Background: an optimization exercise with open tools, aiming at small area and a short achievable clock period. Do not read the settings as production practice. In this exercise RTL edits were held to simulation tests only and were not proved equivalent to the original. No driver is modelled on the clock port, so clocking that relies on it looks cheaper here than on a real chip. Power and IR drop assume default switching activity.

## old
==> flow/design.v (excerpt) <==
module ram_design(input logic clk,
                  input logic en_a, en_b,  
                  input logic [4:0] addr_a, addr_b,
                  input logic [7:0] data_in_a, data_in_b,
                  output logic [7:0] data_out_a, data_out_b
                  );
  logic [31:0][7:0] ram;  
  logic [7:0] hi_a_n, hi_b_n;
  logic [3:0] lr_a_n, lw_a_n, lr_b_n, lw_b_n;
  ram_predec u_pd_a (.addr(addr_a), .en(en_a), .hi_n(hi_a_n), .lr_n(lr_a_n), .lw_n(lw_a_n));
  ram_predec u_pd_b (.addr(addr_b), .en(en_b), .hi_n(hi_b_n), .lr_n(lr_b_n), .lw_n(lw_b_n));
  logic [31:0] rs_a, rs_b, wr_a, wr_b, wr;
  for (genvar i = 0; i < 32; i++) begin : g_sel
    ram_wordsel u_sel (.hi_a_n(hi_a_n[i/4]), .lr_a_n(lr_a_n[i%4]), .lw_a_n(lw_a_n[i%4]),
                       .hi_b_n(hi_b_n[i/4]), .lr_b_n(lr_b_n[i%4]), .lw_b_n(lw_b_n[i%4]),
                       .rs_a(rs_a[i]), .rs_b(rs_b[i]), .wa(wr_a[i]), .wb(wr_b[i]), .w(wr[i]));
  end
  wire [7:0] nd_a = ~data_in_a;
  ...
Size in the first run: about 270 flip-flops, roughly 45 I/O pins, ~12000 um^2 of cells after synthesis.
==> flow/config.mk <==
export PLATFORM = sky130hd
export DESIGN_NAME = ram_design
export DESIGN_NICKNAME = ram_design
export VERILOG_FILES = /design/flow/design.v
export SDC_FILE = /design/flow/constraint.sdc
export NUM_CORES = 4
export LEC_CHECK = 0
export CAP_MARGIN = 20
export CORE_MARGIN = 2
export CORE_UTILIZATION = 40
export GPL_TIMING_DRIVEN = 0
export SETUP_SLACK_MARGIN = 1.4
export SLEW_MARGIN = 20
export SYNTH_HIERARCHICAL = 1
export SYNTH_MINIMUM_KEEP_SIZE = 0
==> flow/constraint.sdc <==
create_clock -name core_clock -period 3.0 [get_ports {clk}]
set_input_delay 0.6000 -clock core_clock [delete_from_list [all_inputs] [get_ports {clk}]]
set_output_delay 0.6000 -clock core_clock [all_outputs]
set_load 0.01 [all_outputs]
standard.sh (not shown) runs the stock make flow with config.mk's settings and CLKGATE_MAP_FILE= SYNTH_SCRIPT=/design/flow/synth_recipe.tcl, a recipe that flattens the netlist after the stock synthesis.
==> flow/flow/run.sh <==
#!/bin/bash
# Own layout flow: the standard flow (standard.sh) with three changes:
#  - Yosys's abc call maps the logic with flow/map.abc (an area-oriented &nf
#    cut mapping) instead of ORFS's abc speed script; registers, names,
#    flattening and renaming are the standard synthesis's;
#  - port buffers are sky130_fd_sc_hd__buf_2 rather than the delay cell
#    buffer_ports picks by default;
#  - CTS uses clkbuf_4/clkbuf_8 and inserts no dummy loads;
#  - after the timing repair of CTS and of global routing, flow/recover.tcl
#    downsizes cells whose extra drive does not help the worst slack.
# Every tool's output stays in orfs/logs; make's own output goes to
# orfs_make.log.
set -euo pipefail
W=$(pwd)
F=$W/flow
{
  echo "proc abc {args} {"
  echo "  set i [lsearch -exact \$args -script]"
  echo "  if {\$i >= 0} { lset args [expr {\$i + 1}] $F/map.abc }"
  echo "  yosys abc {*}\$args"
  echo "}"
  cat "$W/synth_recipe.tcl"
} > "$W/own_synth.tcl"
sed -e "s|SYNTH_SCRIPT=[^ ]*|SYNTH_SCRIPT=$W/own_synth.tcl|" "$W/standard.sh" > "$W/own_standard.sh"
grep -q "SYNTH_SCRIPT=$W/own_synth.tcl" "$W/own_standard.sh"
bash "$W/own_standard.sh" \
  "BUFFER_PORTS_ARGS=-buffer_cell sky130_fd_sc_hd__buf_2" \
  "CTS_ARGS=-sink_clustering_enable -repair_clock_nets -dont_use_dummy_load -sink_clustering_size 16 -sink_clustering_max_diameter 80 -buf_list {sky130_fd_sc_hd__clkbuf_4 sky130_fd_sc_hd__clkbuf_8}" \
  "POST_CTS_TCL=$F/post_cts.tcl" \
  "PRE_GLOBAL_ROUTE_TCL=$F/pre_grt.tcl" \
  finish > "$W/orfs_make.log" 2>&1
Other scripts of this flow, unchanged in this note and not shown: flow/flow/map.abc, flow/flow/post_cts.tcl, flow/flow/pre_grt.tcl, flow/flow/recover.tcl
old: no failed stages, no open violations at the end
> inputs changed (old -> new)
Settings: swapping 1.4 for 1.2 in SETUP_SLACK_MARGIN.
Findings:
In summary, new completed successfully, with a layout that passed the timing, DRC and antenna checks. Looking at termination of the worst setup path, the data_out_b[7] result is from old; the data_out_b[2] one comes from new. [new] count of non-filler cells in the finished layout fell 44 relative to old. On total power: between new and old, it ends up lower for new. Higher global routing met2 resource utilization was reported by old, not new. [new] routed length on met3 fell 2.4% relative to old. Delta (new minus old): number of buffer cells added on primary ports saw little to no change, met3 layer usage reported by global route saw a decrease, signed area change from the synthesized netlist to the final layout saw a decrease, worst hold margin saw a decrease, ratio of final minimum period to clock period saw an increase. new has worst-case setup margin in the final layout below what old had. Looking at sequential share of cell area across new and old, the one that comes out higher is new.

run A:
The RTL this note starts from:
==> flow/design.v <==
module ram_design(input logic clk,
                  input logic en_a, en_b,  
                  input logic [4:0] addr_a, addr_b,
                  input logic [7:0] data_in_a, data_in_b,
                  output logic [7:0] data_out_a, data_out_b
                  );
  logic [31:0][7:0] ram;  
  logic [7:0] hi_a_n, hi_b_n;
  logic [3:0] lr_a_n, lw_a_n, lr_b_n, lw_b_n;
  ram_predec u_pd_a (.addr(addr_a), .en(en_a), .hi_n(hi_a_n), .lr_n(lr_a_n), .lw_n(lw_a_n));
  ram_predec u_pd_b (.addr(addr_b), .en(en_b), .hi_n(hi_b_n), .lr_n(lr_b_n), .lw_n(lw_b_n));
  logic [31:0] rs_a, rs_b, wr_a, wr_b, wr;
  for (genvar i = 0; i < 32; i++) begin : g_sel
    ram_wordsel u_sel (.hi_a_n(hi_a_n[i/4]), .lr_a_n(lr_a_n[i%4]), .lw_a_n(lw_a_n[i%4]),
                       .hi_b_n(hi_b_n[i/4]), .lr_b_n(lr_b_n[i%4]), .lw_b_n(lw_b_n[i%4]),
                       .rs_a(rs_a[i]), .rs_b(rs_b[i]), .wa(wr_a[i]), .wb(wr_b[i]), .w(wr[i]));
  end
  wire [7:0] nd_a = ~data_in_a;
  wire [7:0] nd_b = ~data_in_b;
  logic [31:0][7:0] ram_next;
  for (genvar i = 0; i < 32; i++) begin : g_word
    for (genvar j = 0; j < 8; j++) begin : g_bit
      ram_bitcell u_cell (.q(ram[i][j]), .wa(wr_a[i]), .wb(wr_b[i]), .w(wr[i]),
                          .nda(nd_a[j]), .ndb(nd_b[j]), .d(ram_next[i][j]));
    end
  end
  always_ff @(posedge clk)
    ram <= ram_next;
  logic [7:0] rd_a, rd_b;
  for (genvar j = 0; j < 8; j++) begin : g_rd
    logic [32:0] v;
    for (genvar i = 0; i < 32; i++) begin : g_w
      assign v[i] = ram[i][j];
    end
    assign v[32] = 1'b0;
    ram_rdbit u_rd_a (.s({en_a, rs_a}), .v({data_in_a[j], v[31:0]}), .y(rd_a[j]));
    ram_rdbit u_rd_b (.s({en_b, rs_b}), .v({data_in_b[j], v[31:0]}), .y(rd_b[j]));
  end
  always_ff @(posedge clk) begin
    data_out_a <= rd_a;
    data_out_b <= rd_b;
  end
endmodule
module ram_predec(input logic [4:0] addr,
                  input logic en,
                  output logic [7:0] hi_n,
                  output logic [3:0] lr_n, lw_n);
  always_comb begin
    for (int m = 0; m < 8; m++)
      hi_n[m] = ~(addr[4:2] == m[2:0]);
    for (int k = 0; k < 4; k++) begin
      lr_n[k] = ~((addr[1:0] == k[1:0]) & ~en);
      lw_n[k] = ~((addr[1:0] == k[1:0]) & en);
    end
  end
endmodule
module ram_wordsel(input logic hi_a_n, lr_a_n, lw_a_n, hi_b_n, lr_b_n, lw_b_n,
                   output logic rs_a, rs_b, wa, wb, w);
  assign rs_a = ~(hi_a_n | lr_a_n);
  assign rs_b = ~(hi_b_n | lr_b_n);
  assign wb   = ~(hi_b_n | lw_b_n);
  assign wa   = ~(hi_a_n | lw_a_n | wb);
  assign w    = wa | wb;
endmodule
module ram_bitcell(input logic q, wa, wb, w, nda, ndb,
                   output logic d);
  assign d = ~((wa & nda) | (wb & ndb) | ~(q | w));
endmodule
module ram_rdbit(input logic [32:0] s, v,
                 output logic y);
  logic [16:0] p;
  for (genvar k = 0; k < 16; k++) begin : g_grp
    ram_aoi22 u_grp (.s(s[2*k+1:2*k]), .v(v[2*k+1:2*k]), .y(p[k]));
  end
  assign p[16] = ~(s[32] & v[32]);
  assign y = ~&p;
endmodule
module ram_aoi22(input logic [1:0] s, v,
                 output logic y);
  assign y = ~|(s & v);
endmodule
clock: 3.0 ns
lec_check: 0
cap_margin: 20
core_margin: 2
core_utilization: 50
gpl_timing_driven: 0
setup_slack_margin: 1.4
slew_margin: 20
synth_hierarchical: 1
synth_minimum_keep_size: 0
==> flow/flow/run.sh <==
#!/bin/bash
# Own layout flow: the standard flow (standard.sh) with these changes:
#  - Yosys's abc call maps the logic with flow/map.abc (an area-oriented &nf
#    cut mapping) instead of ORFS's abc speed script; registers, names,
#    flattening and renaming are the standard synthesis's;
#  - port buffers are sky130_fd_sc_hd__buf_2 rather than the delay cell
#    buffer_ports picks by default;
#  - CTS uses clkbuf_4/clkbuf_8 and inserts no dummy loads;
#  - after the timing repair of CTS, flow/recover.tcl removes buffers and
#    downsizes cells whose extra drive does not help the worst slack, then a
#    sizing-only repair aiming at 1.5 ns and another downsizing follow; after
#    the repair of global routing it downsizes again;
#  - global routing's timing repair aims at a 1.2 ns setup margin rather than
#    config.mk's (which CTS's repair uses).
# Every tool's output stays in orfs/logs; make's own output goes to
# orfs_make.log.
set -euo pipefail
W=$(pwd)
F=$W/flow
{
  echo "proc abc {args} {"
  echo "  set i [lsearch -exact \$args -script]"
  echo "  if {\$i >= 0} { lset args [expr {\$i + 1}] $F/map.abc }"
  echo "  yosys abc {*}\$args"
  echo "}"
  cat "$W/synth_recipe.tcl"
} > "$W/own_synth.tcl"
sed -e "s|SYNTH_SCRIPT=[^ ]*|SYNTH_SCRIPT=$W/own_synth.tcl|" "$W/standard.sh" > "$W/own_standard.sh"
grep -q "SYNTH_SCRIPT=$W/own_synth.tcl" "$W/own_standard.sh"
ARGS=(
  "BUFFER_PORTS_ARGS=-buffer_cell sky130_fd_sc_hd__buf_2"
  "CTS_ARGS=-sink_clustering_enable -repair_clock_nets -dont_use_dummy_load -sink_clustering_size 16 -sink_clustering_max_diameter 80 -buf_list {sky130_fd_sc_hd__clkbuf_4 sky130_fd_sc_hd__clkbuf_8}"
  "POST_CTS_TCL=$F/post_cts.tcl"
  "PRE_GLOBAL_ROUTE_TCL=$F/pre_grt.tcl"
)
# Up to CTS with config.mk's SETUP_SLACK_MARGIN; from global routing on with a
# lower margin (placement parasitics are optimistic, so CTS repair aims higher).
bash "$W/own_standard.sh" "${ARGS[@]}" cts > "$W/orfs_make_cts.log" 2>&1
bash "$W/own_standard.sh" "${ARGS[@]}" SETUP_SLACK_MARGIN=1.2 finish > "$W/orfs_make.log" 2>&1
==> flow/flow/post_cts.tcl <==
# POST_CTS_TCL hook: buffer removal and area recovery on placement parasitics
# after the timing repair of CTS, then a sizing-only repair (legalized again)
# and area recovery.
source [file join [file dirname [info script]] recover.tcl]
estimate_parasitics -placement
buf_remove_pass -placement
area_recover -placement
repair_timing -setup -sequence sizeup,swap -setup_margin 1.5
detailed_placement
check_placement
estimate_parasitics -placement
area_recover -placement
==> flow/flow/pre_grt.tcl <==
# PRE_GLOBAL_ROUTE_TCL hook: global_route.tcl calls recover_power_helper between
# global_route -start_incremental and -end_incremental, after its own repair;
# run the area recovery there instead (on global-route parasitics), so the
# nets it touches are routed again.
source [file join [file dirname [info script]] recover.tcl]
proc recover_power_helper { } {
  estimate_parasitics -global_routing
  area_recover -global_routing
}
Other scripts of this flow, unchanged in this note and not shown: flow/flow/map.abc, flow/flow/recover.tcl
Run A | status: complete | timing, DRC, antenna: pass
#### Input delta (run B over run A)
-- flow/flow/run.sh --
<<< run A, line 8
#  - CTS uses clkbuf_4/clkbuf_8 and inserts no dummy loads;
#  - after the timing repair of CTS, flow/recover.tcl removes buffers and
#    downsizes cells whose extra drive does not help the worst slack, then a
#    sizing-only repair aiming at 1.5 ns and another downsizing follow; after
#    the repair of global routing it downsizes again;
#  - global routing's timing repair aims at a 1.2 ns setup margin rather than
#    config.mk's (which CTS's repair uses).
>>> run B, line 8
#  - CTS uses clkbuf_4/clkbuf_8 and inserts no dummy loads;
#  - after the timing repair of CTS, flow/recover.tcl removes buffers and
#    downsizes cells whose extra drive does not help the worst slack, and
#    after the repair of global routing it downsizes again;
#  - global routing's timing repair aims at a 1.2 ns setup margin rather than
#    config.mk's (which CTS's repair uses).
==> flow/flow/post_cts.tcl <==
# POST_CTS_TCL hook: buffer removal and area recovery on placement parasitics
# after the timing repair of CTS.
source [file join [file dirname [info script]] recover.tcl]
estimate_parasitics -placement
buf_remove_pass -placement
area_recover -placement
Findings:
Run B ended up with a higher area taken by multi-input logic gates than run A did.
Looking at the reports, run B completed the entire flow and the layout it produced met the timing, DRC and antenna checks.
Run B against run A: sequential share of layout area stayed essentially flat; total detailed-routing wirelength fell by about 1.1%; final critical-path setup slack rose by 6.7 ps.
## Diff of input files: run C against run B
-- flow/flow/run.sh --
<<< run B, line 8
#  - CTS uses clkbuf_4/clkbuf_8 and inserts no dummy loads;
#  - after the timing repair of CTS, flow/recover.tcl removes buffers and
#    downsizes cells whose extra drive does not help the worst slack, and
#    after the repair of global routing it downsizes again;
#  - global routing's timing repair aims at a 1.2 ns setup margin rather than
#    config.mk's (which CTS's repair uses).
>>> run C, line 8
#  - CTS uses clkbuf_4/clkbuf_8 and inserts no dummy loads;
#  - after the timing repair of CTS, flow/recover.tcl removes buffers and
#    downsizes cells whose extra drive does not help the worst slack, then a
#    sizing-only repair aiming at 1.5 ns and another downsizing follow; after
#    the repair of global routing, a sizing-only repair and a downsizing run
#    again;
#  - global routing's timing repair aims at a 1.2 ns setup margin rather than
#    config.mk's (which CTS's repair uses).
==> flow/flow/post_cts.tcl <==
# POST_CTS_TCL hook: buffer removal and area recovery on placement parasitics
# after the timing repair of CTS, then a sizing-only repair (legalized again)
# and area recovery.
source [file join [file dirname [info script]] recover.tcl]
estimate_parasitics -placement
buf_remove_pass -placement
area_recover -placement
repair_timing -setup -sequence sizeup,swap -setup_margin 1.5
detailed_placement
check_placement
estimate_parasitics -placement
area_recover -placement
==> flow/flow/pre_grt.tcl <==
# PRE_GLOBAL_ROUTE_TCL hook: global_route.tcl calls recover_power_helper between
# global_route -start_incremental and -end_incremental, after its own repair.
# Run instead: a sizing-only repair aiming higher (outside the incremental
# session, as global_route.tcl runs its repair), then, in a new incremental
# session that global_route.tcl closes, legalization and area recovery on
# global-route parasitics.
source [file join [file dirname [info script]] recover.tcl]
proc recover_power_helper { } {
  global_route -end_incremental
  estimate_parasitics -global_routing
  repair_timing -setup -sequence sizeup,swap -setup_margin 1.5
  global_route -start_incremental
  detailed_placement
  estimate_parasitics -global_routing
  area_recover -global_routing
}
==> comparison <==
- From run B to run C the numbers moved as follows: combinational power increased by about 4% relative to the old numbers, delay of the slowest cell on the worst path down 60 ps, post-route worst setup slack rose 110 ps, standby leakage power now sits higher, met1 usage in global routing went down.
- Taking run B as the reference, in run C sequential share of layout area -1.5 points, post-layout minimum cycle time -110 ps.

-- what the ideal ports hide --
The results above use ideal ports. As a check the final layouts listed here were re-extracted and re-timed, cells and wires unchanged.
Step 1 assumes that a clkbuf_16 drives the clock port and a buf_2 every other input.
Step 2 times the ports against the registers' clock, not the clock port: input delays grow and output delays shrink by t, the midpoint of the rising clock arrivals with the driver on.
Slacks: no drivers / after step 1 / after step 2; pairs: no drivers / after step 1.
| run | t (ns) | setup slack, ns | hold slack, ns | worst slew at a driven data input, ns |
|---|---|---|---|---|
| old | 0.620 | 1.162 / 1.104 / 0.484 | 0.296 / 0.278 / 0.511 | 0.15 |
| new | 0.609 | 1.003 / 1.029 / 0.420 | 0.280 / 0.257 / 0.506 | 0.05 |
| run A | 0.633 | 1.104 / 1.106 / 0.474 | 0.304 / 0.277 / 0.512 | 0.07 |
| run B | 0.632 | 1.110 / 1.134 / 0.502 | 0.295 / 0.267 / 0.511 | 0.05 |
| run C | 0.631 | 1.223 / 1.208 / 0.577 | 0.307 / 0.280 / 0.516 | 0.07 |
After both steps every run listed still meets setup and hold. For old, which loses most, drivers alone change the setup slack by -0.058 ns; drivers and shift together by -0.678 ns.
